Background: an optimization exercise with open tools, aiming at small area and a short achievable clock period. Do not read the settings as production practice.
RTL that was checked went through simulation tests only; none was proved equivalent to the original.
Function not checked in run 2: the RTL went through the layout flow alone.

==> flow/design.v, too long to show whole: its modules and the start of the top module <==
// module addsub: 319 lines
// module prod: 1543 lines
// module fa: 4 lines
// module top_moduleAlu: 66 lines
module top_moduleAlu #(parameter DATA_WIDTH = 32)(
	input clk_top,
	input [2:0] opcode_top,
	input [31:0] portA_top,
	input [31:0] portB_top,
	output reg [63:0] out_top,
	output [32:0] result_sum_top,
	output [32:0] result_res_top,
	output [63:0] result_pro_top,
	output [31:0] result_and_top,
	output [31:0] result_or_top,
	output [31:0] result_nand_top,
	output [31:0] result_nor_top,
	output [31:0] result_xor_top,
	output carry_flag_sum_top,
	output zero_flag_sum_top,
	output zero_flag_res_top,
	output zero_flag_pro_top,
	output zero_flag_and_top,
	output zero_flag_or_top,
	output zero_flag_nand_top,
	output zero_flag_nor_top,
	output zero_flag_xor_top,
	output reg carry_flag_top,
	output reg zero_flag_top
);
  // ...
==> flow/flow/run.sh <==
#!/bin/bash
# Standard ORFS layout with two changes: the ports are buffered with buf_1 (instead of
# the default clkdlybuf4s50_1), and timing repair aims for a larger setup slack.
set -euo pipefail
bash standard.sh "BUFFER_PORTS_ARGS=-buffer_cell sky130_fd_sc_hd__buf_1" "SETUP_SLACK_MARGIN=7" finish > make_finish.log 2>&1
==> flow/standard.sh <==
#!/bin/bash
# synth_recipe.tcl (not shown) runs the flow's synth.tcl, then flattens the netlist and writes it again
# the make line also repeats each setting of config.mk as NAME=value (left out here)
make -C /OpenROAD-flow-scripts/flow DESIGN_CONFIG=/design/flow/config.mk WORK_HOME=/design/flow/orfs CLKGATE_MAP_FILE= SYNTH_SCRIPT=/design/flow/synth_recipe.tcl "${@:-finish}"
==> flow/config.mk <==
export PLATFORM = sky130hd
export DESIGN_NAME = top_moduleAlu
export DESIGN_NICKNAME = top_moduleAlu
export VERILOG_FILES = /design/flow/design.v
export SDC_FILE = /design/flow/constraint.sdc
export NUM_CORES = 4
export LEC_CHECK = 0
export ABC_AREA = 1
export CAP_MARGIN = 20
export CORE_MARGIN = 2
export CORE_UTILIZATION = 40
export SLEW_MARGIN = 20
export SYNTH_HIERARCHICAL = 1
export SYNTH_MINIMUM_KEEP_SIZE = 0
==> flow/constraint.sdc <==
create_clock -name core_clock -period 20.0 [get_ports {clk_top}]
set_input_delay 4.0000 -clock core_clock [delete_from_list [all_inputs] [get_ports {clk_top}]]
set_output_delay 4.0000 -clock core_clock [all_outputs]
set_load 0.01 [all_outputs]
==> reports/metrics.yaml, run 1 <==
critical_path:
  critical_path_class: "in -> out"
  path_max_fanout: 32
  cp_slowest_cell: "fa_1"
  crit_family: "adder cells"
  worstPathRequired_ns: 16.00
finish:
  largest_reg_flops: 64
  layout.cells.non_filler: 4966
  clock_area_share_pct: 0.832
  buffer_area_share_pct: 14.3
floorplan:
  dieHeight_um: 279
clock_tree:
  cts_tree: "yes"
  clk_pin_slew_ns: 0.07
  cts_setup_buffers: 106
  ctsResizeCount: 410
logic_synthesis:
  yosysTopAreaCellShare_pct: 33.0
  synth.most_common_cell: "o22ai_1"
  synth.area.top_cells: "fa_1, xor2_1, o22ai_1, ha_1, inv_1"
  ys_types: 46
timing:
  final.min_clock_period_ns: 14.20
  slew_headroom_pct: 26.4
outcome:
  status: "no timing/DRC/antenna violations"
routing:
  drt-total-wl_um: 154000
  vias: 31740
  postRouteAntennaNets: 0
placement:
  place.gp.congestion: 1.04
  io_buffers: 432
  hpwl_um: 103000
==> module top_moduleAlu, before the edit <==
module top_moduleAlu #(parameter DATA_WIDTH = 32)(
	input clk_top,
	input [2:0] opcode_top,
	input [31:0] portA_top,
	input [31:0] portB_top,
	output reg [63:0] out_top,
	output [32:0] result_sum_top,
	output [32:0] result_res_top,
	output [63:0] result_pro_top,
	output [31:0] result_and_top,
	output [31:0] result_or_top,
	output [31:0] result_nand_top,
	output [31:0] result_nor_top,
	output [31:0] result_xor_top,
	output carry_flag_sum_top,
	output zero_flag_sum_top,
	output zero_flag_res_top,
	output zero_flag_pro_top,
	output zero_flag_and_top,
	output zero_flag_or_top,
	output zero_flag_nand_top,
	output zero_flag_nor_top,
	output zero_flag_xor_top,
	output reg carry_flag_top,
	output reg zero_flag_top
);
wire [31:0] a = portA_top;
wire [31:0] b = portB_top;
addsub addsub_dut (.A(a), .B(b), .S(result_sum_top), .D(result_res_top));
prod prod_dut (.A(a), .B(b), .result(result_pro_top));
assign result_and_top  = a & b;
assign result_or_top   = a | b;
assign result_nand_top = ~(a & b);
assign result_nor_top  = ~(a | b);
assign result_xor_top  = a ^ b;
wire a_zero = ~|a;
wire b_zero = ~|b;
assign carry_flag_sum_top = a[31] & b[31];
assign zero_flag_sum_top  = ~|result_sum_top;
assign zero_flag_res_top  = ~|result_xor_top;
assign zero_flag_pro_top  = a_zero | b_zero;
assign zero_flag_and_top  = ~|result_and_top;
assign zero_flag_or_top   = a_zero & b_zero;
assign zero_flag_nand_top = &result_and_top;
assign zero_flag_nor_top  = &result_or_top;
assign zero_flag_xor_top  = zero_flag_res_top;
reg [63:0] out_d;
reg        zero_d;
always @(*) begin
	case (opcode_top)
		3'd0: begin out_d = {{31{result_sum_top[32]}}, result_sum_top}; zero_d = zero_flag_sum_top; end
		3'd1: begin out_d = {{31{result_res_top[32]}}, result_res_top}; zero_d = zero_flag_res_top; end
		3'd2: begin out_d = result_pro_top;                  zero_d = zero_flag_pro_top;  end
		3'd3: begin out_d = {32'd0, result_and_top};         zero_d = zero_flag_and_top;  end
		3'd4: begin out_d = {32'd0, result_or_top};          zero_d = zero_flag_or_top;   end
		3'd5: begin out_d = {32'd0, result_nand_top};        zero_d = zero_flag_nand_top; end
		3'd6: begin out_d = {32'd0, result_nor_top};         zero_d = zero_flag_nor_top;  end
		default: begin out_d = {32'd0, result_xor_top};      zero_d = zero_flag_xor_top;  end
	endcase
end
always @(posedge clk_top) begin
	out_top        <= out_d;
	carry_flag_top <= (opcode_top == 3'd0) & carry_flag_sum_top;
	zero_flag_top  <= zero_d;
end
endmodule
==> run 2, diff against run 1 <==
--- a/flow/design.v
+++ b/flow/design.v
@@ -1,322 +1,3 @@
-module addsub (
-  input [31:0] A,
-  input [31:0] B,
-  output [32:0] S,
-  output [32:0] D
-);
-wire G1, P2, G3, P4, G5, P6, G7, P8, G9, P10, G11, P12, G13, P14, G15, P16;
-wire G17, P18, G19, P20, G21, P22, G23, P24, G25, P26, G27, P28, G29, P30, G31, P32;
-wire G33, P34, G35, P36, G37, P38, G39, P40, G41, P42, G43, P44, G45, P46, G47, P48;
-wire G49, P50, G51, P52, G53, P54, G55, P56, G57, P58, G59, P60, G61, P62, G63, P64;
-wire G65, P66, G67, P68, G69, P70, G71, P72, G73, P74, G75, P76, G77, P78, G79, P80;
-wire G81, P82, G83, P84, G85, P86, G87, P88, G89, P90, G91, P92, G93, P94, G95, P96;
-wire G97, P98, G99, P100, G101, P102, G103, P104, G105, P106, G107, P108, G109, P110, G111, P112;
-wire G113, P114, G115, P116, G117, P118, G119, P120, G121, P122, G123, P124, G125, P126, G127, P128;
-wire G129, P130, G131, P132, G133, P134, G135, P136, G137, P138, G139, P140, G141, P142, G143, P144;
-wire G145, P146, G147, P148, G149, P150, G151, P152, G153, P154, G155, P156, G157, P158, G159, P160;
-wire G161, P162, G163, P164, G165, P166, G167, P168, G169, P170, G171, P172, G173, P174, G175, P176;
-wire G177, P178, G179, P180, G181, P182, G183, P184, G185, P186, G187, P188, G189, P190, G191, P192;
-wire G193, P194, G195, P196, G197, P198, G199, P200, G201, P202, G203, P204, G205, P206, G207, P208;
-wire G209, P210, G211, P212, G213, P214, G215, P216, G217, P218, G219, P220, G221, P222, G223, P224;
-wire G225, P226, G227, P228;
-wire [31:0] p = A ^ B;
-wire [31:0] g = A & B;
-wire [31:0] gd = A & ~B;
-assign G1 = g[1] | (p[1] & g[0]);
-assign P2 = p[1] & p[0];
-assign G3 = g[3] | (p[3] & g[2]);
-assign P4 = p[3] & p[2];
-assign G5 = g[5] | (p[5] & g[4]);
-assign P6 = p[5] & p[4];
-assign G7 = g[7] | (p[7] & g[6]);
-assign P8 = p[7] & p[6];
-assign G9 = g[9] | (p[9] & g[8]);
-assign P10 = p[9] & p[8];
-assign G11 = g[11] | (p[11] & g[10]);
-assign P12 = p[11] & p[10];
-assign G13 = g[13] | (p[13] & g[12]);
-assign P14 = p[13] & p[12];
-assign G15 = g[15] | (p[15] & g[14]);
-assign P16 = p[15] & p[14];
-assign G17 = g[17] | (p[17] & g[16]);
-assign P18 = p[17] & p[16];
-assign G19 = g[19] | (p[19] & g[18]);
-assign P20 = p[19] & p[18];
-assign G21 = g[21] | (p[21] & g[20]);
-assign P22 = p[21] & p[20];
-assign G23 = g[23] | (p[23] & g[22]);
-assign P24 = p[23] & p[22];
-assign G25 = g[25] | (p[25] & g[24]);
-assign P26 = p[25] & p[24];
-assign G27 = g[27] | (p[27] & g[26]);
-assign P28 = p[27] & p[26];
-assign G29 = g[29] | (p[29] & g[28]);
-assign P30 = p[29] & p[28];
-assign G31 = g[31] | (p[31] & g[30]);
-assign P32 = p[31] & p[30];
-assign G33 = G3 | (P4 & G1);
-assign P34 = P4 & P2;
-assign G35 = G7 | (P8 & G5);
-assign P36 = P8 & P6;
-assign G37 = G11 | (P12 & G9);
-assign P38 = P12 & P10;
-assign G39 = G15 | (P16 & G13);
-assign P40 = P16 & P14;
-assign G41 = G19 | (P20 & G17);
-assign P42 = P20 & P18;
-assign G43 = G23 | (P24 & G21);
-assign P44 = P24 & P22;
-assign G45 = G27 | (P28 & G25);
-assign P46 = P28 & P26;
-assign G47 = G31 | (P32 & G29);
-assign P48 = P32 & P30;
-assign G49 = G35 | (P36 & G33);
-assign P50 = P36 & P34;
-assign G51 = G39 | (P40 & G37);
-assign P52 = P40 & P38;
-assign G53 = G43 | (P44 & G41);
-assign P54 = P44 & P42;
-assign G55 = G47 | (P48 & G45);
-assign P56 = P48 & P46;
-assign G57 = G51 | (P52 & G49);
-assign P58 = P52 & P50;
-assign G59 = G55 | (P56 & G53);
-assign P60 = P56 & P54;
-assign G61 = G59 | (P60 & G57);
-assign P62 = P60 & P58;
-assign G63 = G53 | (P54 & G57);
-assign P64 = P54 & P58;
-assign G65 = G37 | (P38 & G49);
-assign P66 = P38 & P50;
-assign G67 = G41 | (P42 & G57);
-assign P68 = P42 & P58;
-assign G69 = G45 | (P46 & G63);
-assign P70 = P46 & P64;
-assign G71 = G5 | (P6 & G33);
-assign P72 = P6 & P34;
-assign G73 = G9 | (P10 & G49);
-assign P74 = P10 & P50;
-assign G75 = G13 | (P14 & G65);
-assign P76 = P14 & P66;
-assign G77 = G17 | (P18 & G57);
-assign P78 = P18 & P58;
-assign G79 = G21 | (P22 & G67);
-assign P80 = P22 & P68;
-assign G81 = G25 | (P26 & G63);
-assign P82 = P26 & P64;
-assign G83 = G29 | (P30 & G69);
-assign P84 = P30 & P70;
-assign G85 = g[2] | (p[2] & G1);
-assign P86 = p[2] & P2;
-assign G87 = g[4] | (p[4] & G33);
-assign P88 = p[4] & P34;
-assign G89 = g[6] | (p[6] & G71);
-assign P90 = p[6] & P72;
-assign G91 = g[8] | (p[8] & G49);
-assign P92 = p[8] & P50;
-assign G93 = g[10] | (p[10] & G73);
-assign P94 = p[10] & P74;
-assign G95 = g[12] | (p[12] & G65);
-assign P96 = p[12] & P66;
-assign G97 = g[14] | (p[14] & G75);
-assign P98 = p[14] & P76;
-assign G99 = g[16] | (p[16] & G57);
-assign P100 = p[16] & P58;
-assign G101 = g[18] | (p[18] & G77);
-assign P102 = p[18] & P78;
-assign G103 = g[20] | (p[20] & G67);
-assign P104 = p[20] & P68;
-assign G105 = g[22] | (p[22] & G79);
-assign P106 = p[22] & P80;
-assign G107 = g[24] | (p[24] & G63);
-assign P108 = p[24] & P64;
-assign G109 = g[26] | (p[26] & G81);
-assign P110 = p[26] & P82;
-assign G111 = g[28] | (p[28] & G69);
-assign P112 = p[28] & P70;
-assign G113 = g[30] | (p[30] & G83);
-assign P114 = p[30] & P84;
-assign G115 = gd[1] | (~p[1] & (A[0] | ~B[0]));
-assign P116 = ~p[1] & ~p[0];
-assign G117 = gd[3] | (~p[3] & gd[2]);
-assign P118 = ~p[3] & ~p[2];
-assign G119 = gd[5] | (~p[5] & gd[4]);
-assign P120 = ~p[5] & ~p[4];
-assign G121 = gd[7] | (~p[7] & gd[6]);
-assign P122 = ~p[7] & ~p[6];
-assign G123 = gd[9] | (~p[9] & gd[8]);
-assign P124 = ~p[9] & ~p[8];
-assign G125 = gd[11] | (~p[11] & gd[10]);
-assign P126 = ~p[11] & ~p[10];
-assign G127 = gd[13] | (~p[13] & gd[12]);
-assign P128 = ~p[13] & ~p[12];
-assign G129 = gd[15] | (~p[15] & gd[14]);
-assign P130 = ~p[15] & ~p[14];
-assign G131 = gd[17] | (~p[17] & gd[16]);
-assign P132 = ~p[17] & ~p[16];
-assign G133 = gd[19] | (~p[19] & gd[18]);
-assign P134 = ~p[19] & ~p[18];
-assign G135 = gd[21] | (~p[21] & gd[20]);
-assign P136 = ~p[21] & ~p[20];
-assign G137 = gd[23] | (~p[23] & gd[22]);
-assign P138 = ~p[23] & ~p[22];
-assign G139 = gd[25] | (~p[25] & gd[24]);
-assign P140 = ~p[25] & ~p[24];
-assign G141 = gd[27] | (~p[27] & gd[26]);
-assign P142 = ~p[27] & ~p[26];
-assign G143 = gd[29] | (~p[29] & gd[28]);
-assign P144 = ~p[29] & ~p[28];
-assign G145 = gd[31] | (~p[31] & gd[30]);
-assign P146 = ~p[31] & ~p[30];
-assign G147 = G117 | (P118 & G115);
-assign P148 = P118 & P116;
-assign G149 = G121 | (P122 & G119);
-assign P150 = P122 & P120;
-assign G151 = G125 | (P126 & G123);
-assign P152 = P126 & P124;
-assign G153 = G129 | (P130 & G127);
-assign P154 = P130 & P128;
-assign G155 = G133 | (P134 & G131);
-assign P156 = P134 & P132;
-assign G157 = G137 | (P138 & G135);
-assign P158 = P138 & P136;
-assign G159 = G141 | (P142 & G139);
-assign P160 = P142 & P140;
-assign G161 = G145 | (P146 & G143);
-assign P162 = P146 & P144;
-assign G163 = G149 | (P150 & G147);
-assign P164 = P150 & P148;
-assign G165 = G153 | (P154 & G151);
-assign P166 = P154 & P152;
-assign G167 = G157 | (P158 & G155);
-assign P168 = P158 & P156;
-assign G169 = G161 | (P162 & G159);
-assign P170 = P162 & P160;
-assign G171 = G165 | (P166 & G163);
-assign P172 = P166 & P164;
-assign G173 = G169 | (P170 & G167);
-assign P174 = P170 & P168;
-assign G175 = G173 | (P174 & G171);
-assign P176 = P174 & P172;
-assign G177 = G167 | (P168 & G171);
-assign P178 = P168 & P172;
-assign G179 = G151 | (P152 & G163);
-assign P180 = P152 & P164;
-assign G181 = G155 | (P156 & G171);
-assign P182 = P156 & P172;
-assign G183 = G159 | (P160 & G177);
-assign P184 = P160 & P178;
-assign G185 = G119 | (P120 & G147);
-assign P186 = P120 & P148;
-assign G187 = G123 | (P124 & G163);
-assign P188 = P124 & P164;
-assign G189 = G127 | (P128 & G179);
-assign P190 = P128 & P180;
-assign G191 = G131 | (P132 & G171);
-assign P192 = P132 & P172;
-assign G193 = G135 | (P136 & G181);
-assign P194 = P136 & P182;
-assign G195 = G139 | (P140 & G177);
-assign P196 = P140 & P178;
-assign G197 = G143 | (P144 & G183);
-assign P198 = P144 & P184;
-assign G199 = gd[2] | (~p[2] & G115);
-assign P200 = ~p[2] & P116;
-assign G201 = gd[4] | (~p[4] & G147);
-assign P202 = ~p[4] & P148;
-assign G203 = gd[6] | (~p[6] & G185);
-assign P204 = ~p[6] & P186;
-assign G205 = gd[8] | (~p[8] & G163);
-assign P206 = ~p[8] & P164;
-assign G207 = gd[10] | (~p[10] & G187);
-assign P208 = ~p[10] & P188;
-assign G209 = gd[12] | (~p[12] & G179);
-assign P210 = ~p[12] & P180;
-assign G211 = gd[14] | (~p[14] & G189);
-assign P212 = ~p[14] & P190;
-assign G213 = gd[16] | (~p[16] & G171);
-assign P214 = ~p[16] & P172;
-assign G215 = gd[18] | (~p[18] & G191);
-assign P216 = ~p[18] & P192;
-assign G217 = gd[20] | (~p[20] & G181);
-assign P218 = ~p[20] & P182;
-assign G219 = gd[22] | (~p[22] & G193);
-assign P220 = ~p[22] & P194;
-assign G221 = gd[24] | (~p[24] & G177);
-assign P222 = ~p[24] & P178;
-assign G223 = gd[26] | (~p[26] & G195);
-assign P224 = ~p[26] & P196;
-assign G225 = gd[28] | (~p[28] & G183);
-assign P226 = ~p[28] & P184;
-assign G227 = gd[30] | (~p[30] & G197);
-assign P228 = ~p[30] & P198;
-assign S[0] = p[0];
-assign D[0] = p[0];
-assign S[1] = p[1] ^ g[0];
-assign D[1] = ~(p[1] ^ (A[0] | ~B[0]));
-assign S[2] = p[2] ^ G1;
-assign D[2] = ~(p[2] ^ G115);
-assign S[3] = p[3] ^ G85;
-assign D[3] = ~(p[3] ^ G199);
-assign S[4] = p[4] ^ G33;
-assign D[4] = ~(p[4] ^ G147);
-assign S[5] = p[5] ^ G87;
-assign D[5] = ~(p[5] ^ G201);
-assign S[6] = p[6] ^ G71;
-assign D[6] = ~(p[6] ^ G185);
-assign S[7] = p[7] ^ G89;
-assign D[7] = ~(p[7] ^ G203);
-assign S[8] = p[8] ^ G49;
-assign D[8] = ~(p[8] ^ G163);
-assign S[9] = p[9] ^ G91;
-assign D[9] = ~(p[9] ^ G205);
-assign S[10] = p[10] ^ G73;
-assign D[10] = ~(p[10] ^ G187);
-assign S[11] = p[11] ^ G93;
-assign D[11] = ~(p[11] ^ G207);
-assign S[12] = p[12] ^ G65;
-assign D[12] = ~(p[12] ^ G179);
-assign S[13] = p[13] ^ G95;
-assign D[13] = ~(p[13] ^ G209);
-assign S[14] = p[14] ^ G75;
-assign D[14] = ~(p[14] ^ G189);
-assign S[15] = p[15] ^ G97;
-assign D[15] = ~(p[15] ^ G211);
-assign S[16] = p[16] ^ G57;
-assign D[16] = ~(p[16] ^ G171);
-assign S[17] = p[17] ^ G99;
-assign D[17] = ~(p[17] ^ G213);
-assign S[18] = p[18] ^ G77;
-assign D[18] = ~(p[18] ^ G191);
-assign S[19] = p[19] ^ G101;
-assign D[19] = ~(p[19] ^ G215);
-assign S[20] = p[20] ^ G67;
-assign D[20] = ~(p[20] ^ G181);
-assign S[21] = p[21] ^ G103;
-assign D[21] = ~(p[21] ^ G217);
-assign S[22] = p[22] ^ G79;
-assign D[22] = ~(p[22] ^ G193);
-assign S[23] = p[23] ^ G105;
-assign D[23] = ~(p[23] ^ G219);
-assign S[24] = p[24] ^ G63;
-assign D[24] = ~(p[24] ^ G177);
-assign S[25] = p[25] ^ G107;
-assign D[25] = ~(p[25] ^ G221);
-assign S[26] = p[26] ^ G81;
-assign D[26] = ~(p[26] ^ G195);
-assign S[27] = p[27] ^ G109;
-assign D[27] = ~(p[27] ^ G223);
-assign S[28] = p[28] ^ G69;
-assign D[28] = ~(p[28] ^ G183);
-assign S[29] = p[29] ^ G111;
-assign D[29] = ~(p[29] ^ G225);
-assign S[30] = p[30] ^ G83;
-assign D[30] = ~(p[30] ^ G197);
-assign S[31] = p[31] ^ G113;
-assign D[31] = ~(p[31] ^ G227);
-assign S[32] = p[31] ^ G61;
-assign D[32] = ~(p[31] ^ G175);
-endmodule
 module prod (
   input [31:0] A,
   input [31:0] B,
@@ -1892,7 +1573,318 @@
 );
 wire [31:0] a = portA_top;
 wire [31:0] b = portB_top;
-addsub addsub_dut (.A(a), .B(b), .S(result_sum_top), .D(result_res_top));
+wire as_G1, as_P2, as_G3, as_P4, as_G5, as_P6, as_G7, as_P8, as_G9, as_P10, as_G11, as_P12, as_G13, as_P14, as_G15, as_P16;
+wire as_G17, as_P18, as_G19, as_P20, as_G21, as_P22, as_G23, as_P24, as_G25, as_P26, as_G27, as_P28, as_G29, as_P30, as_G31, as_P32;
+wire as_G33, as_P34, as_G35, as_P36, as_G37, as_P38, as_G39, as_P40, as_G41, as_P42, as_G43, as_P44, as_G45, as_P46, as_G47, as_P48;
+wire as_G49, as_P50, as_G51, as_P52, as_G53, as_P54, as_G55, as_P56, as_G57, as_P58, as_G59, as_P60, as_G61, as_P62, as_G63, as_P64;
+wire as_G65, as_P66, as_G67, as_P68, as_G69, as_P70, as_G71, as_P72, as_G73, as_P74, as_G75, as_P76, as_G77, as_P78, as_G79, as_P80;
+wire as_G81, as_P82, as_G83, as_P84, as_G85, as_P86, as_G87, as_P88, as_G89, as_P90, as_G91, as_P92, as_G93, as_P94, as_G95, as_P96;
+wire as_G97, as_P98, as_G99, as_P100, as_G101, as_P102, as_G103, as_P104, as_G105, as_P106, as_G107, as_P108, as_G109, as_P110, as_G111, as_P112;
+wire as_G113, as_P114, as_G115, as_P116, as_G117, as_P118, as_G119, as_P120, as_G121, as_P122, as_G123, as_P124, as_G125, as_P126, as_G127, as_P128;
+wire as_G129, as_P130, as_G131, as_P132, as_G133, as_P134, as_G135, as_P136, as_G137, as_P138, as_G139, as_P140, as_G141, as_P142, as_G143, as_P144;
+wire as_G145, as_P146, as_G147, as_P148, as_G149, as_P150, as_G151, as_P152, as_G153, as_P154, as_G155, as_P156, as_G157, as_P158, as_G159, as_P160;
+wire as_G161, as_P162, as_G163, as_P164, as_G165, as_P166, as_G167, as_P168, as_G169, as_P170, as_G171, as_P172, as_G173, as_P174, as_G175, as_P176;
+wire as_G177, as_P178, as_G179, as_P180, as_G181, as_P182, as_G183, as_P184, as_G185, as_P186, as_G187, as_P188, as_G189, as_P190, as_G191, as_P192;
+wire as_G193, as_P194, as_G195, as_P196, as_G197, as_P198, as_G199, as_P200, as_G201, as_P202, as_G203, as_P204, as_G205, as_P206, as_G207, as_P208;
+wire as_G209, as_P210, as_G211, as_P212, as_G213, as_P214, as_G215, as_P216, as_G217, as_P218, as_G219, as_P220, as_G221, as_P222, as_G223, as_P224;
+wire as_G225, as_P226, as_G227, as_P228;
+wire [31:0] as_p = a ^ b;
+wire [31:0] as_g = a & b;
+wire [31:0] as_gd = a & ~b;
+assign as_G1 = as_g[1] | (as_p[1] & as_g[0]);
+assign as_P2 = as_p[1] & as_p[0];
+assign as_G3 = as_g[3] | (as_p[3] & as_g[2]);
+assign as_P4 = as_p[3] & as_p[2];
+assign as_G5 = as_g[5] | (as_p[5] & as_g[4]);
+assign as_P6 = as_p[5] & as_p[4];
+assign as_G7 = as_g[7] | (as_p[7] & as_g[6]);
+assign as_P8 = as_p[7] & as_p[6];
+assign as_G9 = as_g[9] | (as_p[9] & as_g[8]);
+assign as_P10 = as_p[9] & as_p[8];
+assign as_G11 = as_g[11] | (as_p[11] & as_g[10]);
+assign as_P12 = as_p[11] & as_p[10];
+assign as_G13 = as_g[13] | (as_p[13] & as_g[12]);
+assign as_P14 = as_p[13] & as_p[12];
+assign as_G15 = as_g[15] | (as_p[15] & as_g[14]);
+assign as_P16 = as_p[15] & as_p[14];
+assign as_G17 = as_g[17] | (as_p[17] & as_g[16]);
+assign as_P18 = as_p[17] & as_p[16];
+assign as_G19 = as_g[19] | (as_p[19] & as_g[18]);
+assign as_P20 = as_p[19] & as_p[18];
+assign as_G21 = as_g[21] | (as_p[21] & as_g[20]);
+assign as_P22 = as_p[21] & as_p[20];
+assign as_G23 = as_g[23] | (as_p[23] & as_g[22]);
+assign as_P24 = as_p[23] & as_p[22];
+assign as_G25 = as_g[25] | (as_p[25] & as_g[24]);
+assign as_P26 = as_p[25] & as_p[24];
+assign as_G27 = as_g[27] | (as_p[27] & as_g[26]);
+assign as_P28 = as_p[27] & as_p[26];
+assign as_G29 = as_g[29] | (as_p[29] & as_g[28]);
+assign as_P30 = as_p[29] & as_p[28];
+assign as_G31 = as_g[31] | (as_p[31] & as_g[30]);
+assign as_P32 = as_p[31] & as_p[30];
+assign as_G33 = as_G3 | (as_P4 & as_G1);
+assign as_P34 = as_P4 & as_P2;
+assign as_G35 = as_G7 | (as_P8 & as_G5);
+assign as_P36 = as_P8 & as_P6;
+assign as_G37 = as_G11 | (as_P12 & as_G9);
+assign as_P38 = as_P12 & as_P10;
+assign as_G39 = as_G15 | (as_P16 & as_G13);
+assign as_P40 = as_P16 & as_P14;
+assign as_G41 = as_G19 | (as_P20 & as_G17);
+assign as_P42 = as_P20 & as_P18;
+assign as_G43 = as_G23 | (as_P24 & as_G21);
+assign as_P44 = as_P24 & as_P22;
+assign as_G45 = as_G27 | (as_P28 & as_G25);
+assign as_P46 = as_P28 & as_P26;
+assign as_G47 = as_G31 | (as_P32 & as_G29);
+assign as_P48 = as_P32 & as_P30;
+assign as_G49 = as_G35 | (as_P36 & as_G33);
+assign as_P50 = as_P36 & as_P34;
+assign as_G51 = as_G39 | (as_P40 & as_G37);
+assign as_P52 = as_P40 & as_P38;
+assign as_G53 = as_G43 | (as_P44 & as_G41);
+assign as_P54 = as_P44 & as_P42;
+assign as_G55 = as_G47 | (as_P48 & as_G45);
+assign as_P56 = as_P48 & as_P46;
+assign as_G57 = as_G51 | (as_P52 & as_G49);
+assign as_P58 = as_P52 & as_P50;
+assign as_G59 = as_G55 | (as_P56 & as_G53);
+assign as_P60 = as_P56 & as_P54;
+assign as_G61 = as_G59 | (as_P60 & as_G57);
+assign as_P62 = as_P60 & as_P58;
+assign as_G63 = as_G53 | (as_P54 & as_G57);
+assign as_P64 = as_P54 & as_P58;
+assign as_G65 = as_G37 | (as_P38 & as_G49);
+assign as_P66 = as_P38 & as_P50;
+assign as_G67 = as_G41 | (as_P42 & as_G57);
+assign as_P68 = as_P42 & as_P58;
+assign as_G69 = as_G45 | (as_P46 & as_G63);
+assign as_P70 = as_P46 & as_P64;
+assign as_G71 = as_G5 | (as_P6 & as_G33);
+assign as_P72 = as_P6 & as_P34;
+assign as_G73 = as_G9 | (as_P10 & as_G49);
+assign as_P74 = as_P10 & as_P50;
+assign as_G75 = as_G13 | (as_P14 & as_G65);
+assign as_P76 = as_P14 & as_P66;
+assign as_G77 = as_G17 | (as_P18 & as_G57);
+assign as_P78 = as_P18 & as_P58;
+assign as_G79 = as_G21 | (as_P22 & as_G67);
+assign as_P80 = as_P22 & as_P68;
+assign as_G81 = as_G25 | (as_P26 & as_G63);
+assign as_P82 = as_P26 & as_P64;
+assign as_G83 = as_G29 | (as_P30 & as_G69);
+assign as_P84 = as_P30 & as_P70;
+assign as_G85 = as_g[2] | (as_p[2] & as_G1);
+assign as_P86 = as_p[2] & as_P2;
+assign as_G87 = as_g[4] | (as_p[4] & as_G33);
+assign as_P88 = as_p[4] & as_P34;
+assign as_G89 = as_g[6] | (as_p[6] & as_G71);
+assign as_P90 = as_p[6] & as_P72;
+assign as_G91 = as_g[8] | (as_p[8] & as_G49);
+assign as_P92 = as_p[8] & as_P50;
+assign as_G93 = as_g[10] | (as_p[10] & as_G73);
+assign as_P94 = as_p[10] & as_P74;
+assign as_G95 = as_g[12] | (as_p[12] & as_G65);
+assign as_P96 = as_p[12] & as_P66;
+assign as_G97 = as_g[14] | (as_p[14] & as_G75);
+assign as_P98 = as_p[14] & as_P76;
+assign as_G99 = as_g[16] | (as_p[16] & as_G57);
+assign as_P100 = as_p[16] & as_P58;
+assign as_G101 = as_g[18] | (as_p[18] & as_G77);
+assign as_P102 = as_p[18] & as_P78;
+assign as_G103 = as_g[20] | (as_p[20] & as_G67);
+assign as_P104 = as_p[20] & as_P68;
+assign as_G105 = as_g[22] | (as_p[22] & as_G79);
+assign as_P106 = as_p[22] & as_P80;
+assign as_G107 = as_g[24] | (as_p[24] & as_G63);
+assign as_P108 = as_p[24] & as_P64;
+assign as_G109 = as_g[26] | (as_p[26] & as_G81);
+assign as_P110 = as_p[26] & as_P82;
+assign as_G111 = as_g[28] | (as_p[28] & as_G69);
+assign as_P112 = as_p[28] & as_P70;
+assign as_G113 = as_g[30] | (as_p[30] & as_G83);
+assign as_P114 = as_p[30] & as_P84;
+assign as_G115 = as_gd[1] | (~as_p[1] & (a[0] | ~b[0]));
+assign as_P116 = ~as_p[1] & ~as_p[0];
+assign as_G117 = as_gd[3] | (~as_p[3] & as_gd[2]);
+assign as_P118 = ~as_p[3] & ~as_p[2];
+assign as_G119 = as_gd[5] | (~as_p[5] & as_gd[4]);
+assign as_P120 = ~as_p[5] & ~as_p[4];
+assign as_G121 = as_gd[7] | (~as_p[7] & as_gd[6]);
+assign as_P122 = ~as_p[7] & ~as_p[6];
+assign as_G123 = as_gd[9] | (~as_p[9] & as_gd[8]);
+assign as_P124 = ~as_p[9] & ~as_p[8];
+assign as_G125 = as_gd[11] | (~as_p[11] & as_gd[10]);
+assign as_P126 = ~as_p[11] & ~as_p[10];
+assign as_G127 = as_gd[13] | (~as_p[13] & as_gd[12]);
+assign as_P128 = ~as_p[13] & ~as_p[12];
+assign as_G129 = as_gd[15] | (~as_p[15] & as_gd[14]);
+assign as_P130 = ~as_p[15] & ~as_p[14];
+assign as_G131 = as_gd[17] | (~as_p[17] & as_gd[16]);
+assign as_P132 = ~as_p[17] & ~as_p[16];
+assign as_G133 = as_gd[19] | (~as_p[19] & as_gd[18]);
+assign as_P134 = ~as_p[19] & ~as_p[18];
+assign as_G135 = as_gd[21] | (~as_p[21] & as_gd[20]);
+assign as_P136 = ~as_p[21] & ~as_p[20];
+assign as_G137 = as_gd[23] | (~as_p[23] & as_gd[22]);
+assign as_P138 = ~as_p[23] & ~as_p[22];
+assign as_G139 = as_gd[25] | (~as_p[25] & as_gd[24]);
+assign as_P140 = ~as_p[25] & ~as_p[24];
+assign as_G141 = as_gd[27] | (~as_p[27] & as_gd[26]);
+assign as_P142 = ~as_p[27] & ~as_p[26];
+assign as_G143 = as_gd[29] | (~as_p[29] & as_gd[28]);
+assign as_P144 = ~as_p[29] & ~as_p[28];
+assign as_G145 = as_gd[31] | (~as_p[31] & as_gd[30]);
+assign as_P146 = ~as_p[31] & ~as_p[30];
+assign as_G147 = as_G117 | (as_P118 & as_G115);
+assign as_P148 = as_P118 & as_P116;
+assign as_G149 = as_G121 | (as_P122 & as_G119);
+assign as_P150 = as_P122 & as_P120;
+assign as_G151 = as_G125 | (as_P126 & as_G123);
+assign as_P152 = as_P126 & as_P124;
+assign as_G153 = as_G129 | (as_P130 & as_G127);
+assign as_P154 = as_P130 & as_P128;
+assign as_G155 = as_G133 | (as_P134 & as_G131);
+assign as_P156 = as_P134 & as_P132;
+assign as_G157 = as_G137 | (as_P138 & as_G135);
+assign as_P158 = as_P138 & as_P136;
+assign as_G159 = as_G141 | (as_P142 & as_G139);
+assign as_P160 = as_P142 & as_P140;
+assign as_G161 = as_G145 | (as_P146 & as_G143);
+assign as_P162 = as_P146 & as_P144;
+assign as_G163 = as_G149 | (as_P150 & as_G147);
+assign as_P164 = as_P150 & as_P148;
+assign as_G165 = as_G153 | (as_P154 & as_G151);
+assign as_P166 = as_P154 & as_P152;
+assign as_G167 = as_G157 | (as_P158 & as_G155);
+assign as_P168 = as_P158 & as_P156;
+assign as_G169 = as_G161 | (as_P162 & as_G159);
+assign as_P170 = as_P162 & as_P160;
+assign as_G171 = as_G165 | (as_P166 & as_G163);
+assign as_P172 = as_P166 & as_P164;
+assign as_G173 = as_G169 | (as_P170 & as_G167);
+assign as_P174 = as_P170 & as_P168;
+assign as_G175 = as_G173 | (as_P174 & as_G171);
+assign as_P176 = as_P174 & as_P172;
+assign as_G177 = as_G167 | (as_P168 & as_G171);
+assign as_P178 = as_P168 & as_P172;
+assign as_G179 = as_G151 | (as_P152 & as_G163);
+assign as_P180 = as_P152 & as_P164;
+assign as_G181 = as_G155 | (as_P156 & as_G171);
+assign as_P182 = as_P156 & as_P172;
+assign as_G183 = as_G159 | (as_P160 & as_G177);
+assign as_P184 = as_P160 & as_P178;
+assign as_G185 = as_G119 | (as_P120 & as_G147);
+assign as_P186 = as_P120 & as_P148;
+assign as_G187 = as_G123 | (as_P124 & as_G163);
+assign as_P188 = as_P124 & as_P164;
+assign as_G189 = as_G127 | (as_P128 & as_G179);
+assign as_P190 = as_P128 & as_P180;
+assign as_G191 = as_G131 | (as_P132 & as_G171);
+assign as_P192 = as_P132 & as_P172;
+assign as_G193 = as_G135 | (as_P136 & as_G181);
+assign as_P194 = as_P136 & as_P182;
+assign as_G195 = as_G139 | (as_P140 & as_G177);
+assign as_P196 = as_P140 & as_P178;
+assign as_G197 = as_G143 | (as_P144 & as_G183);
+assign as_P198 = as_P144 & as_P184;
+assign as_G199 = as_gd[2] | (~as_p[2] & as_G115);
+assign as_P200 = ~as_p[2] & as_P116;
+assign as_G201 = as_gd[4] | (~as_p[4] & as_G147);
+assign as_P202 = ~as_p[4] & as_P148;
+assign as_G203 = as_gd[6] | (~as_p[6] & as_G185);
+assign as_P204 = ~as_p[6] & as_P186;
+assign as_G205 = as_gd[8] | (~as_p[8] & as_G163);
+assign as_P206 = ~as_p[8] & as_P164;
+assign as_G207 = as_gd[10] | (~as_p[10] & as_G187);
+assign as_P208 = ~as_p[10] & as_P188;
+assign as_G209 = as_gd[12] | (~as_p[12] & as_G179);
+assign as_P210 = ~as_p[12] & as_P180;
+assign as_G211 = as_gd[14] | (~as_p[14] & as_G189);
+assign as_P212 = ~as_p[14] & as_P190;
+assign as_G213 = as_gd[16] | (~as_p[16] & as_G171);
+assign as_P214 = ~as_p[16] & as_P172;
+assign as_G215 = as_gd[18] | (~as_p[18] & as_G191);
+assign as_P216 = ~as_p[18] & as_P192;
+assign as_G217 = as_gd[20] | (~as_p[20] & as_G181);
+assign as_P218 = ~as_p[20] & as_P182;
+assign as_G219 = as_gd[22] | (~as_p[22] & as_G193);
+assign as_P220 = ~as_p[22] & as_P194;
+assign as_G221 = as_gd[24] | (~as_p[24] & as_G177);
+assign as_P222 = ~as_p[24] & as_P178;
+assign as_G223 = as_gd[26] | (~as_p[26] & as_G195);
+assign as_P224 = ~as_p[26] & as_P196;
+assign as_G225 = as_gd[28] | (~as_p[28] & as_G183);
+assign as_P226 = ~as_p[28] & as_P184;
+assign as_G227 = as_gd[30] | (~as_p[30] & as_G197);
+assign as_P228 = ~as_p[30] & as_P198;
+assign result_sum_top[0] = as_p[0];
+assign result_res_top[0] = as_p[0];
+assign result_sum_top[1] = as_p[1] ^ as_g[0];
+assign result_res_top[1] = ~(as_p[1] ^ (a[0] | ~b[0]));
+assign result_sum_top[2] = as_p[2] ^ as_G1;
+assign result_res_top[2] = ~(as_p[2] ^ as_G115);
+assign result_sum_top[3] = as_p[3] ^ as_G85;
+assign result_res_top[3] = ~(as_p[3] ^ as_G199);
+assign result_sum_top[4] = as_p[4] ^ as_G33;
+assign result_res_top[4] = ~(as_p[4] ^ as_G147);
+assign result_sum_top[5] = as_p[5] ^ as_G87;
+assign result_res_top[5] = ~(as_p[5] ^ as_G201);
+assign result_sum_top[6] = as_p[6] ^ as_G71;
+assign result_res_top[6] = ~(as_p[6] ^ as_G185);
+assign result_sum_top[7] = as_p[7] ^ as_G89;
+assign result_res_top[7] = ~(as_p[7] ^ as_G203);
+assign result_sum_top[8] = as_p[8] ^ as_G49;
+assign result_res_top[8] = ~(as_p[8] ^ as_G163);
+assign result_sum_top[9] = as_p[9] ^ as_G91;
+assign result_res_top[9] = ~(as_p[9] ^ as_G205);
+assign result_sum_top[10] = as_p[10] ^ as_G73;
+assign result_res_top[10] = ~(as_p[10] ^ as_G187);
+assign result_sum_top[11] = as_p[11] ^ as_G93;
+assign result_res_top[11] = ~(as_p[11] ^ as_G207);
+assign result_sum_top[12] = as_p[12] ^ as_G65;
+assign result_res_top[12] = ~(as_p[12] ^ as_G179);
+assign result_sum_top[13] = as_p[13] ^ as_G95;
+assign result_res_top[13] = ~(as_p[13] ^ as_G209);
+assign result_sum_top[14] = as_p[14] ^ as_G75;
+assign result_res_top[14] = ~(as_p[14] ^ as_G189);
+assign result_sum_top[15] = as_p[15] ^ as_G97;
+assign result_res_top[15] = ~(as_p[15] ^ as_G211);
+assign result_sum_top[16] = as_p[16] ^ as_G57;
+assign result_res_top[16] = ~(as_p[16] ^ as_G171);
+assign result_sum_top[17] = as_p[17] ^ as_G99;
+assign result_res_top[17] = ~(as_p[17] ^ as_G213);
+assign result_sum_top[18] = as_p[18] ^ as_G77;
+assign result_res_top[18] = ~(as_p[18] ^ as_G191);
+assign result_sum_top[19] = as_p[19] ^ as_G101;
+assign result_res_top[19] = ~(as_p[19] ^ as_G215);
+assign result_sum_top[20] = as_p[20] ^ as_G67;
+assign result_res_top[20] = ~(as_p[20] ^ as_G181);
+assign result_sum_top[21] = as_p[21] ^ as_G103;
+assign result_res_top[21] = ~(as_p[21] ^ as_G217);
+assign result_sum_top[22] = as_p[22] ^ as_G79;
+assign result_res_top[22] = ~(as_p[22] ^ as_G193);
+assign result_sum_top[23] = as_p[23] ^ as_G105;
+assign result_res_top[23] = ~(as_p[23] ^ as_G219);
+assign result_sum_top[24] = as_p[24] ^ as_G63;
+assign result_res_top[24] = ~(as_p[24] ^ as_G177);
+assign result_sum_top[25] = as_p[25] ^ as_G107;
+assign result_res_top[25] = ~(as_p[25] ^ as_G221);
+assign result_sum_top[26] = as_p[26] ^ as_G81;
+assign result_res_top[26] = ~(as_p[26] ^ as_G195);
+assign result_sum_top[27] = as_p[27] ^ as_G109;
+assign result_res_top[27] = ~(as_p[27] ^ as_G223);
+assign result_sum_top[28] = as_p[28] ^ as_G69;
+assign result_res_top[28] = ~(as_p[28] ^ as_G183);
+assign result_sum_top[29] = as_p[29] ^ as_G111;
+assign result_res_top[29] = ~(as_p[29] ^ as_G225);
+assign result_sum_top[30] = as_p[30] ^ as_G83;
+assign result_res_top[30] = ~(as_p[30] ^ as_G197);
+assign result_sum_top[31] = as_p[31] ^ as_G113;
+assign result_res_top[31] = ~(as_p[31] ^ as_G227);
+assign result_sum_top[32] = as_p[31] ^ as_G61;
+assign result_res_top[32] = ~(as_p[31] ^ as_G175);
 prod prod_dut (.A(a), .B(b), .result(result_pro_top));
 assign result_and_top  = a & b;
 assign result_or_top   = a | b;
==> flow/flow/run.sh (replaced) <==
#!/bin/bash
# Standard ORFS layout; the only change is the cell used to buffer the ports
# (buf_1 instead of the default choice, clkdlybuf4s50_1).
set -euo pipefail
bash standard.sh "BUFFER_PORTS_ARGS=-buffer_cell sky130_fd_sc_hd__buf_1" finish > make_finish.log 2>&1
--- a/flow/config.mk
+++ b/flow/config.mk
@@ -9,6 +9,7 @@
 export CAP_MARGIN = 20
 export CORE_MARGIN = 2
 export CORE_UTILIZATION = 40
+export SETUP_SLACK_MARGIN = 5
 export SLEW_MARGIN = 20
 export SYNTH_HIERARCHICAL = 1
 export SYNTH_MINIMUM_KEEP_SIZE = 0
==> reports/metrics.yaml, run 2 <==
run:
  drv_cap: 0
timing:
  final-setup-viol-count: 0
  final.min_clock_period_ns: 14.71  # +0.511 ns
  fin_tns_setup_ns: 0
  max_freq_mhz: 68.0
  hold_slack_ns: 4.08
  rsz0062_at_grt: "false"
  drv_slew: 0
  slew_headroom_pct: 29.2  # +2.8 points
  finalHoldViolations: 0
  worst_pin_slew_ns: 1.06
  period_share_pct: 73.5
finish:
  fillerInstances: 7186
  layout.nets: 4311
  reg_top3: "out_top (64), carry_flag_top (1), zero_flag_top (1)"
  final_cell_mix: "xor2_1, o22ai_1, fa_1"
  drive_above_1_share_pct: 7.82
  final_area_um2: 32000
  top_register: "out_top"
  largest_reg_flops: 64  # unchanged
  final_common_cell: "xor2_1"
  post-route-util_pct: 44.7
  area_growth_pct: 10.4
global_route:
  grt_util_met1_pct: 43.9
  grt_pass1_wl_um: 193000
  grtUsageMet2_pct: 53.5
  grt_overflow: 0
  track_usage_pct: 35.0
  grt_max_degree: 45
  grt_pass1_vias: 27485
  grt_antenna_before_repair: 9
  met3_usage_pct: 8.61
  grt.busiest_layer: "met2"
routing:
  drtPass1Iterations: 6
  vias_per_cell: 6.28
  wire_per_inst_um: 29.6
  drc: 0
  drt-total-wl_um: 134000  # -13%
  postRouteAntennaNets: 0  # unchanged
  vias: 28339  # -11%
  drt_iter0_drc: 3373
logic_synthesis:
  synth_edf_count: 0
  synth_area_um2: 29000
  yosysTopAreaCellShare_pct: 34.4  # +1.4 points
  yosys_warnings: 7
  yosysSeqAreaShare_pct: 4.56
  synth.area.top_cells: "fa_1, xor2_1, o22ai_1, ha_1, dfxtp_1"
  syn_avg_cell_area_um2: 8.80
  ys_seq_elements: 66
  synth.top_cells.by_count: "xor2_1, o22ai_1, fa_1"
  async_flop_share_pct: 0
  syn_inst: 3295
  synth_top_cell_by_area: "fa_1"
  synth.most_common_cell: "xor2_1"
  ys_types: 54  # +17%
  synth_flop_cell: "dfxtp_1"
hold_path:
  hold_class: "in -> reg"
clock_tree:
  h-tree-depth: 3
  clock_sinks: 66
  hold_buffers: 0
  cts_tree: "yes"
  ctsRootBufferMaster: "clkbuf_16"
  cts_buffers: 9
  clk_pin_slew_ns: 0.07  # about the same
  cts_buffer_depth: 2
critical_path:
  worstPathRequired_ns: 16.00  # about the same
  path_max_fanout: 39  # +22%
  critical_path_class: "in -> out"
  cp_slowest_cell: "fa_1"
  critical_path_arrival_ns: 10.71
  start_kind: "input port"
  endpoint_kind: "primary output"
  critPathMaxStageDelay_ns: 0.61
  crit_family: "adder cells"
  cp_num_buf_inv: 4
  crit_top_cell: "fa_1"
placement:
  place.gp.congestion: 0.992  # -4.5%
  hpwl_um: 96300  # -6.9%
  io_buffers: 432  # unchanged
  dpl_cell_area_um2: 31300
floorplan:
  chipWidth_um: 273
  die_area_um2: 74700
  core_um2: 71600
  pin_count: 433
  core.rowCount: 98
  initial_utilization_pct: 40.5
  dieHeight_um: 273  # -2.1%
outcome:
  status: "no timing/DRC/antenna violations"
==> run 2: changes by cell type in the layout (fill, tap and decap cells not counted), moves of 30 or more <==
| cell | previous run | this run |
|---|---|---|
| buf_6 | 52 | 16 |
| buf_12 | 39 | 6 |
| nand2_2 | 47 | 17 |
| nand3_2 | 3 | 34 |
| buf_4 | 179 | 72 |
| nor2_1 | 191 | 117 |
| fa_1 | 419 | 498 |
| inv_1 | 368 | 323 |
| fa_2 | 79 | 0 |
| ha_1 | 241 | 196 |
| buf_2 | 31 | 0 |
| nand3_1 | 69 | 38 |
| buf_1 | 359 | 411 |
| a221oi_1 | 12 | 61 |
==> run 2: tightest hold or removal path: cells and delay by family <==
family / cells / cell delay [ns]
buf+inv: 1 / 0.19
simple gates: 3 / 0.24
==> run 2: worst paths after layout <==
path	startpoint	to	slack [ns]	cells past startpoint
worst min-delay path	opcode_top[0]	carry_flag_top$_DFF_P_	4.08	4
worst max-delay path	portB_top[9]	result_pro_top[61]	5.29	26
==> run 2: metal layers <==
metal | routed length [um] | share of wire [%]
met4 | 11000 | 8.3
met5 | 13 | 0.0097
met2 | 58800 | 44
met3 | 15200 | 11
met1 | 48700 | 36
==> run 2: modules after synthesis, one instance, submodules excluded <==
module         area (um^2)  copies in the design
top_moduleAlu         7630                     1
prod                 12700                     1
fa                    20.0                   435
==> run 2: what timing repair did <==
| item | CTS | global route |
|---|---|---|
| gates resized for setup | 15 | 57 |
| gates cloned | 1 | 3 |
| pin swaps | 1 | 1 |
| endpoints found under the setup margin | 40 | 23 |
| setup buffers | 3 | 7 |
==> run 2: through the flow <==
| stage | std cells | setup slack, ns |
|---|---|---|
| finish | 4511 | 5.29 |
| global route | 4509 | 4.99 |
| CTS | 4494 | 5.02 |
| detailed placement | 4474 | 4.27 |
| global placement | 4474 | 4.43 |
| floorplan | 3304 | 6.35 |
==> run 2: cells by family after synthesis <==
kind of cell               after synthesis  synth area share (%)
adders and majority gates              694                  42.8
AOI/OAI and AO/OA                      756                  17.0
other                                    1                0.0129
DFF                                     66                  4.56
xor gates and xnor gates               570                  17.2
buffers and inverters                  655                  9.24
and+or+nand+nor                        553                  9.10
==> run 2: cell type report <==
| cell class | count | area [um^2] | share of cell area [%] |
|---|---|---|---|
| clock inverter | 7 | 77.6 | 0.242 |
| timing repair inverter | 1 | 5.00 | 0.0156 |
| multi-input combinational | 2583 | 25200 | 78.7 |
| antenna | 7 | 17.5 | 0.0547 |
| sequential | 66 | 1320 | 4.13 |
| clock buffer | 9 | 225 | 0.703 |
| tap | 950 | 1190 | 3.71 |
| timing repair buffer | 532 | 2620 | 8.18 |
| inverter | 356 | 1350 | 4.22 |
==> run 3, diff against run 2 <==
--- a/flow/design.v
+++ b/flow/design.v
@@ -1588,9 +1588,9 @@
 wire as_G193, as_P194, as_G195, as_P196, as_G197, as_P198, as_G199, as_P200, as_G201, as_P202, as_G203, as_P204, as_G205, as_P206, as_G207, as_P208;
 wire as_G209, as_P210, as_G211, as_P212, as_G213, as_P214, as_G215, as_P216, as_G217, as_P218, as_G219, as_P220, as_G221, as_P222, as_G223, as_P224;
 wire as_G225, as_P226, as_G227, as_P228;
-wire [31:0] as_p = a ^ b;
-wire [31:0] as_g = a & b;
-wire [31:0] as_gd = a & ~b;
+wire [31:0] as_p = hx;
+wire [31:0] as_g = hn;
+wire [31:0] as_gd = a & hx;
 assign as_G1 = as_g[1] | (as_p[1] & as_g[0]);
 assign as_P2 = as_p[1] & as_p[0];
 assign as_G3 = as_g[3] | (as_p[3] & as_g[2]);
@@ -1886,11 +1886,16 @@
 assign result_sum_top[32] = as_p[31] ^ as_G61;
 assign result_res_top[32] = ~(as_p[31] ^ as_G175);
 prod prod_dut (.A(a), .B(b), .result(result_pro_top));
-assign result_and_top  = a & b;
-assign result_or_top   = a | b;
-assign result_nand_top = ~(a & b);
-assign result_nor_top  = ~(a | b);
-assign result_xor_top  = a ^ b;
+wire [31:0] hx, hn;
+genvar gi;
+generate for (gi = 0; gi < 32; gi = gi + 1) begin : hslice
+	ha_s u_ha (.a(a[gi]), .b(b[gi]), .s(hx[gi]), .c(hn[gi]));
+end endgenerate
+assign result_and_top  = hn;
+assign result_or_top   = hx | hn;
+assign result_nand_top = ~hn;
+assign result_nor_top  = ~(hx | hn);
+assign result_xor_top  = hx;
 wire a_zero = ~|a;
 wire b_zero = ~|b;
 assign carry_flag_sum_top = a[31] & b[31];
@@ -1922,3 +1927,7 @@
 	zero_flag_top  <= zero_d;
 end
 endmodule
+module ha_s (input a, input b, output s, output c);
+assign s = a ^ b;
+assign c = a & b;
+endmodule
==> reports/metrics.yaml, run 3 <==
floorplan:
  chipWidth_um: 269  # -1.6%
  core_um2: 69800  # -2.5%
  core.rowCount: 97  # -1.0%
  initial_utilization_pct: 40.2  # -0.26 points
  die_area_um2: 72300  # -3.1%
  pin_count: 433  # unchanged
  dieHeight_um: 269  # -1.6%
logic_synthesis:
  syn_avg_cell_area_um2: 8.53  # -3.0%
  synth.top_cells.by_count: "xor2_1, o22ai_1, fa_1"
  ys_seq_elements: 66  # unchanged
  syn_inst: 3290  # -0.15%
  synth_edf_count: 0  # unchanged
  yosysSeqAreaShare_pct: 4.71  # +0.15 points
  synth_flop_cell: "dfxtp_1"
  synth.most_common_cell: "xor2_1"
  synth_area_um2: 28100  # -3.2%
  ys_types: 65  # +20%
  yosysTopAreaCellShare_pct: 33.2  # -1.2 points
  synth_top_cell_by_area: "fa_1"
  yosys_warnings: 7  # unchanged
  async_flop_share_pct: 0  # unchanged
  synth.area.top_cells: "fa_1, xor2_1, o22ai_1, ha_1, dfxtp_1"
timing:
  period_share_pct: 73.8  # +0.22 points
  slew_headroom_pct: 18.3  # -11 points
  fin_tns_setup_ns: 0  # unchanged
  rsz0062_at_grt: "false"
  finalHoldViolations: 0  # unchanged
  max_freq_mhz: 67.8  # -0.29%
  final-setup-viol-count: 0  # unchanged
  drv_slew: 0  # unchanged
  final.min_clock_period_ns: 14.75  # +0.0434 ns
  worst_pin_slew_ns: 1.22  # +0.164 ns
finish:
  fillerInstances: 7011  # -2.4%
  multiInputGateArea_um2: 24700  # -2.1%
  largest_reg_flops: 64  # unchanged
  final_cell_mix: "xor2_1, o22ai_1, fa_1"
  final_common_cell: "xor2_1"
  drive_above_1_share_pct: 7.67  # -0.15 points
  layout.nets: 4224  # -2.0%
  area_growth_pct: 10.7
  reg_top3: "out_top (64), carry_flag_top (1), zero_flag_top (1)"
  top_register: "out_top"
  regArea_um2: 1320  # unchanged
routing:
  vias: 28342  # +0.011%
  drc: 0  # unchanged
  drt_iter0_drc: 3609  # +7.0%
  drtPass1Iterations: 7  # +1
  wire_per_inst_um: 29.9  # +0.85%
  vias_per_cell: 6.31  # +0.46%
  drt-total-wl_um: 134000  # +0.40%
  postRouteAntennaNets: 0  # unchanged
clock_tree:
  cts_buffer_depth: 2  # unchanged
  h-tree-depth: 3  # unchanged
  clock_sinks: 66  # unchanged
  cts_tree: "yes"
  hold_buffers: 0  # unchanged
  clk_pin_slew_ns: 0.06  # about the same
  cts_buffers: 9  # unchanged
  ctsRootBufferMaster: "clkbuf_16"
critical_path:
  critical_path_arrival_ns: 10.75  # +0.04 ns
  path_max_fanout: 41  # +5.1%
  crit_top_cell: "fa_1"
  endpoint_kind: "primary output"
  worstPathRequired_ns: 16.00  # about the same
  critical_path_class: "in -> out"
  critPathMaxStageDelay_ns: 0.52  # -0.09 ns
  cp_slowest_cell: "fa_1"
  start_kind: "input port"
placement:
  io_buffers: 432  # unchanged
  place.gp.congestion: 1.03  # +3.4%
  hpwl_um: 97600  # +1.3%
global_route:
  track_usage_pct: 36.3  # +1.2 points
  grt_max_degree: 47  # +4.4%
  grt_pass1_vias: 27280  # -0.75%
  grt_overflow: 0  # unchanged
  grt_pass1_wl_um: 191000  # -0.94%
  grt_antenna_before_repair: 4  # -5
hold_path:
  hold_class: "in -> reg"
outcome:
  status: "no timing/DRC/antenna violations"
run:
  drv_cap: 0  # unchanged
## run 3: cell types whose count changed after synthesis, sizes merged, moves of 35 or more
cell | previous run | this run
inv | 353 | 254
ha | 196 | 149
nand2 | 275 | 346
a221oi | 61 | 20
o21ai | 13 | 65
nor2 | 126 | 161
nor4 | 4 | 48
## run 3: worst max-delay path, delay by kind of cell
family	cells	cell delay (ns)
xor gates and xnor gates	1	0.26
and+or+nand+nor	13	1.45
buffers and inverters	5	0.98
adders and majority gates	8	3.67
AOI/OAI and AO/OA	3	0.32
## run 3: layout make-up
type / count / share of cell area [%]
inverters: 259 / 3.15
repair buffers: 532 / 8.38
diodes: 5 / 0.0403
clock inverters: 5 / 0.121
flip-flops and latches: 66 / 4.25
clock buffers: 11 / 0.813
multi-input cells: 2673 / 79.5
well taps: 940 / 3.78
## run 3: timing repair
item / 4_1_cts / 5_1_grt
setup buffers: 0 / 5
gates resized for setup: 12 / 71
setup endpoints to repair: 21 / 30
gates cloned: 0 / 2
pin swaps: 0 / 1
## run 3: logic make-up (layout without fill, tap and decap cells)
kind of cell             after synthesis  in the layout  synth area share [%]
AO/OA/AOI/OAI                        777            777                  17.6
XOR/XNOR                             571            571                  17.8
adder cells (fa/ha/maj)              615            615                  39.9
buffers and inverters                560            807                  8.13
flip-flops                            66             66                  4.71
other                                  1             15                0.0134
AND/OR/NAND/NOR                      700            700                  11.9
## run 3: stage by stage
step / hold slack [ns] / worst slack (ns) / util (%) / cells / cell area [um^2]
floorplan: 4.14 / 6.36 / - / 3299 / 28100
global route: 4.11 / 4.99 / 44.5 / 4489 / 31100
CTS: 4.08 / 4.98 / 44.1 / 4479 / 30700
global placement: 4.39 / 4.72 / 43.6 / 4463 / 30400
finish: 4.10 / 5.25 / 44.5 / 4491 / 31100
detailed placement: 4.38 / 4.68 / 43.6 / 4463 / 30400
## run 3: layer usage
metal	GRT usage, %	vias to the layer above	share of wire (%)
li1	-	11759	-
met1	45.8	13932	37
met3	10.1	482	12
met4	24.1	0	7.9
met5	0	-	0
met2	54.1	2169	43
## run 3: final timing paths
kind                endpoint  depth (start not counted)     startpoint
max       result_pro_top[62]                         30   portB_top[3]
min   carry_flag_top$_DFF_P_                          4  portA_top[31]
## run 3: Yosys stat by module, one instance, submodules excluded
module | cell area (um^2) | times used | cells | flip-flops and latches
ha_s | 12.5 | 32 | 1 | 0
top_moduleAlu | 6310 | 1 | 992 | 66
prod | 12700 | 1 | 1831 | 0
fa | 20.0 | 435 | 1 | 0
==> run 4, diff against run 3 <==
--- a/flow/design.v
+++ b/flow/design.v
@@ -1907,18 +1907,29 @@
 assign zero_flag_nand_top = &result_and_top;
 assign zero_flag_nor_top  = &result_or_top;
 assign zero_flag_xor_top  = zero_flag_res_top;
-reg [63:0] out_d;
-reg        zero_d;
+wire sel_s = (opcode_top == 3'd0);
+wire sel_d = (opcode_top == 3'd1);
+wire sel_p = (opcode_top == 3'd2);
+wire t11 = (opcode_top == 3'd3) | (opcode_top == 3'd4);
+wire tx  = (opcode_top == 3'd4) | (opcode_top == 3'd5) | (opcode_top == 3'd7);
+wire t00 = (opcode_top == 3'd5) | (opcode_top == 3'd6);
+wire [31:0] logic_r = (hn & {32{t11}}) | (hx & {32{tx}}) | (result_nor_top & {32{t00}});
+wire ext = (result_sum_top[32] & sel_s) | (result_res_top[32] & sel_d);
+wire [63:0] out_d;
+assign out_d[31:0] = logic_r | (result_sum_top[31:0] & {32{sel_s}}) | (result_res_top[31:0] & {32{sel_d}}) | (result_pro_top[31:0] & {32{sel_p}});
+assign out_d[32] = ext | (result_pro_top[32] & sel_p);
+assign out_d[63:33] = {31{ext}} | (result_pro_top[63:33] & {31{sel_p}});
+reg zero_d;
 always @(*) begin
 	case (opcode_top)
-		3'd0: begin out_d = {{31{result_sum_top[32]}}, result_sum_top}; zero_d = zero_flag_sum_top; end
-		3'd1: begin out_d = {{31{result_res_top[32]}}, result_res_top}; zero_d = zero_flag_res_top; end
-		3'd2: begin out_d = result_pro_top;                  zero_d = zero_flag_pro_top;  end
-		3'd3: begin out_d = {32'd0, result_and_top};         zero_d = zero_flag_and_top;  end
-		3'd4: begin out_d = {32'd0, result_or_top};          zero_d = zero_flag_or_top;   end
-		3'd5: begin out_d = {32'd0, result_nand_top};        zero_d = zero_flag_nand_top; end
-		3'd6: begin out_d = {32'd0, result_nor_top};         zero_d = zero_flag_nor_top;  end
-		default: begin out_d = {32'd0, result_xor_top};      zero_d = zero_flag_xor_top;  end
+		3'd0: zero_d = zero_flag_sum_top;
+		3'd1: zero_d = zero_flag_res_top;
+		3'd2: zero_d = zero_flag_pro_top;
+		3'd3: zero_d = zero_flag_and_top;
+		3'd4: zero_d = zero_flag_or_top;
+		3'd5: zero_d = zero_flag_nand_top;
+		3'd6: zero_d = zero_flag_nor_top;
+		default: zero_d = zero_flag_xor_top;
 	endcase
 end
 always @(posedge clk_top) begin
==> reports/metrics.yaml, run 4 <==
outcome:
  status: "no timing/DRC/antenna violations"
critical_path:
  worstPathRequired_ns: 16.00  # about the same
  crit_family: "adder cells"
  cp_num_buf_inv: 4  # -1
  start_kind: "input port"
  cp_slowest_cell: "xor2_1"
  critical_path_class: "in -> out"
  crit_start: "portB_top[3]"
  crit_chain: "clkbuf_2, buf_8, nor2_1, a21oi_2, buf_6, o22ai_1, xor2_1, fa_1, fa_1, fa_1, fa_1, fa_1, ha_1, nand2_1, nand2_1, a21oi_1, nand2_1, a31oi_1, o21bai_1, nand3_1, nand2_1, fa_1, xor2_1, buf_1"
  critPathMaxStageDelay_ns: 0.69  # +0.17 ns
  crit_cells: 24  # -20%
  crit_top_cell: "fa_1"
  path_max_fanout: 41  # unchanged
  critical_path_arrival_ns: 10.79  # +0.04 ns
  endpoint_kind: "primary output"
  endpoint: "result_pro_top[31]"
floorplan:
  chipWidth_um: 267  # -0.62%
  pin_count: 433  # unchanged
  dieHeight_um: 267  # -0.62%
  core.rowCount: 96  # -1.0%
  initial_utilization_pct: 40.4  # +0.19 points
  die_area_um2: 71400  # -1.2%
  core_um2: 68600  # -1.7%
global_route:
  track_usage_pct: 35.7  # -0.62 points
  grt_max_degree: 50  # +6.4%
  grt_pass1_vias: 27005  # -1.0%
  grt_overflow: 0  # unchanged
  grt_antenna_before_repair: 11  # +7
  grt_pass1_wl_um: 187000  # -2.4%
logic_synthesis:
  yosysSeqAreaShare_pct: 4.77  # +0.060 points
  ys_seq_elements: 66  # unchanged
  synth.top_cells.by_count: "xor2_1, o22ai_1, fa_1"
  syn_inst: 3223  # -2.0%
  syn_avg_cell_area_um2: 8.60  # +0.79%
  yosysTopAreaCellShare_pct: 33.7  # +0.42 points
  synth.most_common_cell: "xor2_1"
  yosys_warnings: 7  # unchanged
  synth_top_cell_by_area: "fa_1"
  synth_edf_count: 0  # unchanged
  ys_types: 59  # -9.2%
  synth_area_um2: 27700  # -1.3%
  synth.area.top_cells: "fa_1, xor2_1, o22ai_1, ha_1, dfxtp_1"
  async_flop_share_pct: 0  # unchanged
  synth_flop_cell: "dfxtp_1"
finish:
  top_register: "out_top"
  final_cell_mix: "xor2_1, o22ai_1, fa_1"
  post-route-util_pct: 44.6  # +0.12 points
  regArea_um2: 1320  # unchanged
  fillerInstances: 6860  # -2.2%
  area_growth_pct: 10.5
  multiInputGateArea_um2: 24300  # -1.5%
  drive_above_1_share_pct: 7.54  # -0.13 points
  largest_reg_flops: 64  # unchanged
  layout.cells.non_filler: 4412  # -1.8%
  layout.nets: 4154  # -1.7%
  final_common_cell: "xor2_1"
  reg_top3: "out_top (64), carry_flag_top (1), zero_flag_top (1)"
routing:
  vias: 27764  # -2.0%
  drt_iter0_drc: 3406  # -5.6%
  postRouteAntennaNets: 0  # unchanged
  drt-total-wl_um: 130000  # -3.4%
  wire_per_inst_um: 29.4  # -1.7%
  vias_per_cell: 6.29  # -0.29%
  drc: 0  # unchanged
  drtPass1Iterations: 6  # -1
run:
  drv_cap: 0  # unchanged
placement:
  place.gp.congestion: 1.04  # +0.84%
  io_buffers: 432  # unchanged
  post-place-cells: 4383  # -1.8%
  hpwl_um: 91700  # -6.1%
timing:
  period_share_pct: 74.0  # +0.19 points
  final-setup-viol-count: 0  # unchanged
  fin_tns_setup_ns: 0  # unchanged
  max_freq_mhz: 67.6  # -0.26%
  drv_slew: 0  # unchanged
  finalHoldViolations: 0  # unchanged
  rsz0062_at_grt: "false"
  final.min_clock_period_ns: 14.79  # +0.0379 ns
  slew_headroom_pct: 29.6  # +11 points
  worst_pin_slew_ns: 1.05  # -0.168 ns
clock_tree:
  hold_buffers: 0  # unchanged
  ctsRootBufferMaster: "clkbuf_16"
  clk_pin_slew_ns: 0.08  # +0.02 ns
  cts_tree: "yes"
  cts_buffer_depth: 2  # unchanged
  clock_sinks: 66  # unchanged
  h-tree-depth: 3  # unchanged
  cts_buffers: 9  # unchanged
hold_path:
  hold_class: "in -> reg"
  min_path_cells: 4  # unchanged
run 4: cell count changes after synthesis, moves of 4 or more:
cell | before | now
nand4_1 | 29 | 37
nand2_4 | 12 | 7
a31oi_1 | 9 | 4
o21ai_0 | 54 | 35
clkbuf_1 | 154 | 148
a2111oi_0 | 7 | 0
a21oi_1 | 65 | 60
o211ai_1 | 8 | 3
o21ai_1 | 8 | 12
a22oi_1 | 11 | 5
nand2_1 | 321 | 316
nor2_1 | 156 | 152
a31o_2 | 4 | 8
run 4: worst min-delay path by stage:
stage,start,to,slack (ns)
floorplan,portA_top[31],carry_flag_top$_DFF_P_,4.14
global placement,out_top[49]$_DFF_P_,out_top[49],4.39
detailed placement,out_top[0]$_DFF_P_,out_top[0],4.39
CTS,portA_top[31],carry_flag_top$_DFF_P_,4.04
global route,portA_top[31],carry_flag_top$_DFF_P_,4.08
finish,portA_top[31],carry_flag_top$_DFF_P_,4.06
run 4: tightest hold or removal path, cell delays in order:
cell     delay, ns
buf_1         0.07
buf_4         0.20
nand2_1       0.10
nor2_1        0.04
run 4: per-module statistics from Yosys (local to each module, per instance):
module	flops+latches	cell area (um^2)	times used
prod	0	12700	1
top_moduleAlu	66	5960	1
fa	0	20.0	435
ha_s	0	12.5	32
run 4: area by class of cell:
cell class	count	share of cell area (%)
repair buffers	525	8.27
clock inverters	6	0.212
multi-input cells	2612	79.4
clock buffers	10	0.780
inverters	257	3.16
well taps	931	3.80
flip-flops and latches	66	4.31
diodes	5	0.0409
run 4: routing by layer:
metal | share of wire, % | up-vias | track usage (%)
met1 | 36 | 13671 | 43.6
li1 | - | 11465 | -
met3 | 11 | 500 | 9.85
met2 | 44 | 2116 | 54.1
met4 | 8.8 | 12 | 25.4
met5 | 0.069 | - | 0
run 4: kinds of logic (layout without fill, tap and decap cells):
family / Yosys count / count (layout) / synth area share [%]
AOI/OAI and AO/OA: 732 / 732 / 16.9
buffers and inverters: 554 / 798 / 8.22
DFF: 66 / 66 / 4.77
other: 1 / 15 / 0.0135
xor gates and xnor gates: 576 / 576 / 18.3
adders and majority gates: 615 / 615 / 40.4
and+or+nand+nor: 679 / 679 / 11.5
run 4: timing repair:
action / 4_1_cts / 5_1_grt
resized for setup: 8 / 54
pin swaps: 1 / 1
endpoints found under the setup margin: 25 / 25
cloned: 0 / 1
buffers inserted: 1 / 6
run 4: stage by stage:
step	hold slack [ns]	setup slack, ns	area [um^2]
6_report	4.06	5.21	30600
5_1_grt	4.08	4.98	30600
4_1_cts	4.04	5.01	30300
3_5_place_dp	4.39	4.59	30000
3_3_place_gp	4.39	4.68	30000
2_1_floorplan	4.14	6.36	27800

## static timing again, ports no longer ideal
In the flow no input, the clock included, has a driving cell. The finished layouts below were timed again as built, in two steps. Step 1: set_driving_cell puts a clkbuf_16 on clk_top and a buf_2 on each other input, an assumption about the parent block. Step 2, shift: input delay + t, output delay - t, t = (earliest + latest rising clock arrival at the registers) / 2. This alone moves slack from input paths to output paths. a / b / c = ideal ports / drivers / drivers and shift; a / b = the first two.
| run | t (ns) | setup WS [ns] | worst hold slack (ns) | clock arrival spread, ns | slew at the worst register clock pin (ns) |
|---|---|---|---|---|---|
| run 1 | 0.479 | 5.801 / 5.722 / 5.722 | 4.146 / 4.094 / 4.397 | 0.026 / 0.026 | 0.09 / 0.09 |
| run 2 | 0.450 | 5.290 / 5.263 / 5.263 | 4.081 / 4.045 / 4.403 | 0.013 / 0.014 | 0.08 / 0.08 |
| run 3 | 0.443 | 5.247 / 5.186 / 5.186 | 4.102 / 4.071 / 4.401 | 0.011 / 0.011 | 0.07 / 0.07 |
| run 4 | 0.451 | 5.209 / 5.145 / 5.145 | 4.058 / 4.018 / 4.401 | 0.021 / 0.022 | 0.08 / 0.08 |
After both steps every run listed still meets setup and hold. For run 1, which loses most, drivers alone change the setup slack by -0.079 ns; drivers and shift together by -0.079 ns.
